This is an optimization exercise on Yosys and OpenROAD, whose aim is small area and a short achievable clock period, not a production implementation. Function was checked by simulation only, so behaviour that the tests miss may differ from the original.

==> build 12 <==
## guitar_hero
module guitar_hero(clk, rst, btnRst, sw, hsync, vsync, buzzer, r, g, b, o_segval, o_whichseg);
    input clk, rst, btnRst;
    input [4:0] sw;
    output hsync, vsync;
    output reg [2:0] r, g;
    output reg [1:0] b;
    output [3:0] o_whichseg;
    output [6:0] o_segval;
    output reg buzzer;
    function [9:0] inc10;    
        input [9:0] a;
        input c;
        integer i;
        reg k;
        begin
            k = c;
            for (i = 0; i < 10; i = i + 1) begin
                inc10[i] = a[i] ^ k;
                k = k & a[i];
            end
        end
    endfunction
    function le10;           
        input [9:0] a, b;
        integer i;
        reg k;
        begin
            k = 1'b1;
            for (i = 0; i < 10; i = i + 1)
                k = (~a[i] & b[i]) | ((~a[i] | b[i]) & k);
            le10 = k;
        end
    endfunction
    function [9:0] add10;    
        input [9:0] a, b;
        integer i;
        reg k;
        begin
            k = 1'b0;
            for (i = 0; i < 10; i = i + 1) begin
                add10[i] = a[i] ^ b[i] ^ k;
                k = (a[i] & b[i]) | (k & (a[i] | b[i]));
            end
        end
    endfunction
    wire reset;
    wire a3, b3, c4, d4, e4;
    wire [2:0] q;
    wire [6:0] rr;
    wire [9:0] y;
    reg [3:0] rstHist;
    assign reset = ~rstHist[3] & ~rstHist[2] & rstHist[1] & rstHist[0];
    reg c2;
    reg [2:0] c5;
    reg [3:0] c10;
    reg [4:0] c25;
    reg vga_out, game_out, disp_out;
    wire c5_last  = c5[2];                                   
    wire c10_last = c10[3] & c10[0];                         
    wire vga_tc  = c2;
    wire game_tc = c2 & c5_last & c10_last;
    wire disp_tc = game_tc & c25[4] & c25[3];               
    wire VGAclk    = ~vga_out & vga_tc;
    wire gameclk   = ~game_out & game_tc;
    wire switchClk = ~disp_out & disp_tc;
    always @(posedge clk) begin
        if (rst) begin
            c2 <= 0;
            c5 <= 0;
            c10 <= 0;
            c25 <= 0;
        end
        else begin
            c2 <= ~c2;
            if (c2)
  ...
Settings: LEC_CHECK=0, ABC_CLOCK_PERIOD_IN_PS=50000, CAP_MARGIN=20, CORE_MARGIN=2, CORE_UTILIZATION=40, CTS_BUF_LIST=sky130_fd_sc_hd__clkbuf_16, CTS_CLUSTER_DIAMETER=80, CTS_CLUSTER_SIZE=30, SLEW_MARGIN=20; clock period 90.0 ns.
standard.sh (not shown) runs the stock make flow with config.mk's settings and CLKGATE_MAP_FILE= SYNTH_SCRIPT=/design/flow/synth_recipe.tcl, a recipe that flattens the netlist after the stock synthesis.
==> flow/flow/run.sh <==
#!/bin/bash
# Own layout flow: the standard ORFS flow, with three changes.
#  - Synthesis maps the logic with an area-oriented ABC script
#    (flow/abc_area.script) and without the full/half-adder extraction.
#    Registers are mapped before ABC runs, so they are the standard
#    synthesis's (same names, count and cells).
#  - The ports get buf_1 buffers instead of the flow's default choice.
#  - Timing repair aims at a setup slack of 60 ns: only the path from sw to
#    buzzer (input and output delays 18 ns each) is below that, so only its
#    cells are resized.
# Each tool's output goes to a log file of its own in this folder.
set -euo pipefail
HERE=$(pwd)
mkdir -p scripts_shadow
for f in "$FLOW_HOME"/scripts/*; do
    ln -sf "$f" scripts_shadow/
done
rm -f scripts_shadow/abc_speed.script
cp flow/abc_area.script scripts_shadow/abc_speed.script

bash standard.sh SCRIPTS_DIR="$HERE/scripts_shadow" ADDER_MAP_FILE= SETUP_SLACK_MARGIN=60 \
    BUFFER_PORTS_ARGS="-buffer_cell sky130_fd_sc_hd__buf_1" synth > synth.log 2>&1
bash standard.sh SCRIPTS_DIR="$HERE/scripts_shadow" ADDER_MAP_FILE= SETUP_SLACK_MARGIN=60 \
    BUFFER_PORTS_ARGS="-buffer_cell sky130_fd_sc_hd__buf_1" finish > layout.log 2>&1
==> flow/flow/abc_area.script <==
strash
dch -f
amap
strash
dch -f
amap
strash
dch -f
amap
topo
==> trial 92 (differences from build 12) <==
Settings changed: CORE_UTILIZATION 40 to 60.
==> build 76 (differences from build 12) <==
==> flow/flow/run.sh (replaced) <==
#!/bin/bash
# Own layout flow: the standard ORFS flow, with these changes.
#  - Synthesis maps the logic with an area-oriented ABC script
#    (flow/abc_area.script) and without the full/half-adder extraction.
#    Registers are mapped before ABC runs, so they are the standard
#    synthesis's (same names, count and cells).
#  - The ports get buf_1 buffers instead of the flow's default choice.
#  - Clock tree synthesis uses no dummy loads (CTS_ARGS repeats the
#    flow's own arguments from config.mk's CTS settings otherwise).
#  - Timing repair aims at a setup slack of 60 ns: only the path from sw to
#    buzzer (input and output delays 18 ns each) is below that, so only its
#    cells are resized.
# Each tool's output goes to a log file of its own in this folder.
set -euo pipefail
HERE=$(pwd)
CTS="-sink_clustering_enable -repair_clock_nets -sink_clustering_size 30 -sink_clustering_max_diameter 80"
CTS="$CTS -buf_list sky130_fd_sc_hd__clkbuf_16 -dont_use_dummy_load"
mkdir -p scripts_shadow
for f in "$FLOW_HOME"/scripts/*; do
    ln -sf "$f" scripts_shadow/
done
rm -f scripts_shadow/abc_speed.script
cp flow/abc_area.script scripts_shadow/abc_speed.script

bash standard.sh SCRIPTS_DIR="$HERE/scripts_shadow" ADDER_MAP_FILE= SETUP_SLACK_MARGIN=60 CTS_ARGS="$CTS" \
    BUFFER_PORTS_ARGS="-buffer_cell sky130_fd_sc_hd__buf_1" synth > synth.log 2>&1
bash standard.sh SCRIPTS_DIR="$HERE/scripts_shadow" ADDER_MAP_FILE= SETUP_SLACK_MARGIN=60 CTS_ARGS="$CTS" \
    BUFFER_PORTS_ARGS="-buffer_cell sky130_fd_sc_hd__buf_1" finish > layout.log 2>&1
==> impl_metrics.ini <==
[routing]
routed_wl_um = 24400

[setup_path]
r2r_slack_ns = 81.26
ff2ff_path_depth = 38

[worst_hold_path]
holdPathEnd = lanes.w7[6]$_DFF_P_

[die]
die-area_um2 = 20000

[cells_and_area]
nonClockBufferCount = 40

[place]
placed_cell_area_um2 = 11800

[global_routing]
use_met2 = 0.388
grt_use_met3 = 0.0310
grt_pass1_wl_um = 40600

[outcome]
outcome = complete, no violations
-- figures above: trial 92

==> impl_metrics.ini <==
[cells_and_area]
nonClockBufferCount = 39

[outcome]
outcome = complete, no violations

[place]
placed_cell_area_um2 = 12000

[global_routing]
use_met2 = 0.259
grt_pass1_wl_um = 41800
grt_use_met3 = 0.0229

[worst_hold_path]
holdPathEnd = lanes.w7[2]$_DFF_P_

[die]
die-area_um2 = 29600

[setup_path]
r2r_slack_ns = 81.09
ff2ff_path_depth = 39

[routing]
routed_wl_um = 25000
-- figures above: build 12

==> impl_metrics.ini <==
[global_routing]
grt_use_met3 = 0.0233
use_met2 = 0.258
grt_pass1_wl_um = 41600

[place]
placed_cell_area_um2 = 12000
hpwlAfterDp_um = 18400
port_buffers = 29

[outcome]
outcome = complete, no violations

[cells_and_area]
nonClockBufferCount = 39

[setup_path]
r2r_slack_ns = 81.04

[worst_hold_path]
holdPathEnd = lanes.w7[2]$_DFF_P_
-- figures above: build 76

## static timing again, ports no longer ideal
The results above use ideal ports. As a check the final layouts listed here were re-extracted and re-timed, cells and wires unchanged.
Step 1 assumes that a clkbuf_16 drives the clock port and a buf_2 every other input.
Step 2 moves the port delays by t, midway between the first and last clock arrival at a register: inputs arrive t later, outputs are due t later. That takes back most of the time a late clock gives input paths.
a / b / c = ideal / step 1 / step 2; a / b = the first two.
run | t, ns | setup slack, ns | worst register clock-pin slew, ns | pins driven straight from the clock port
build 12 | 0.549 | 53.013 / 52.892 / 52.892 | 0.12 / 0.12 | 1
trial 92 | 0.530 | 53.048 / 52.967 / 52.967 | 0.11 / 0.11 | 1
build 76 | 0.528 | 53.010 / 52.890 / 52.890 | 0.11 / 0.11 | 1
After both steps every run listed still meets setup and hold. For build 12, which loses most, drivers alone change the setup slack by -0.121 ns; drivers and shift together by -0.121 ns.
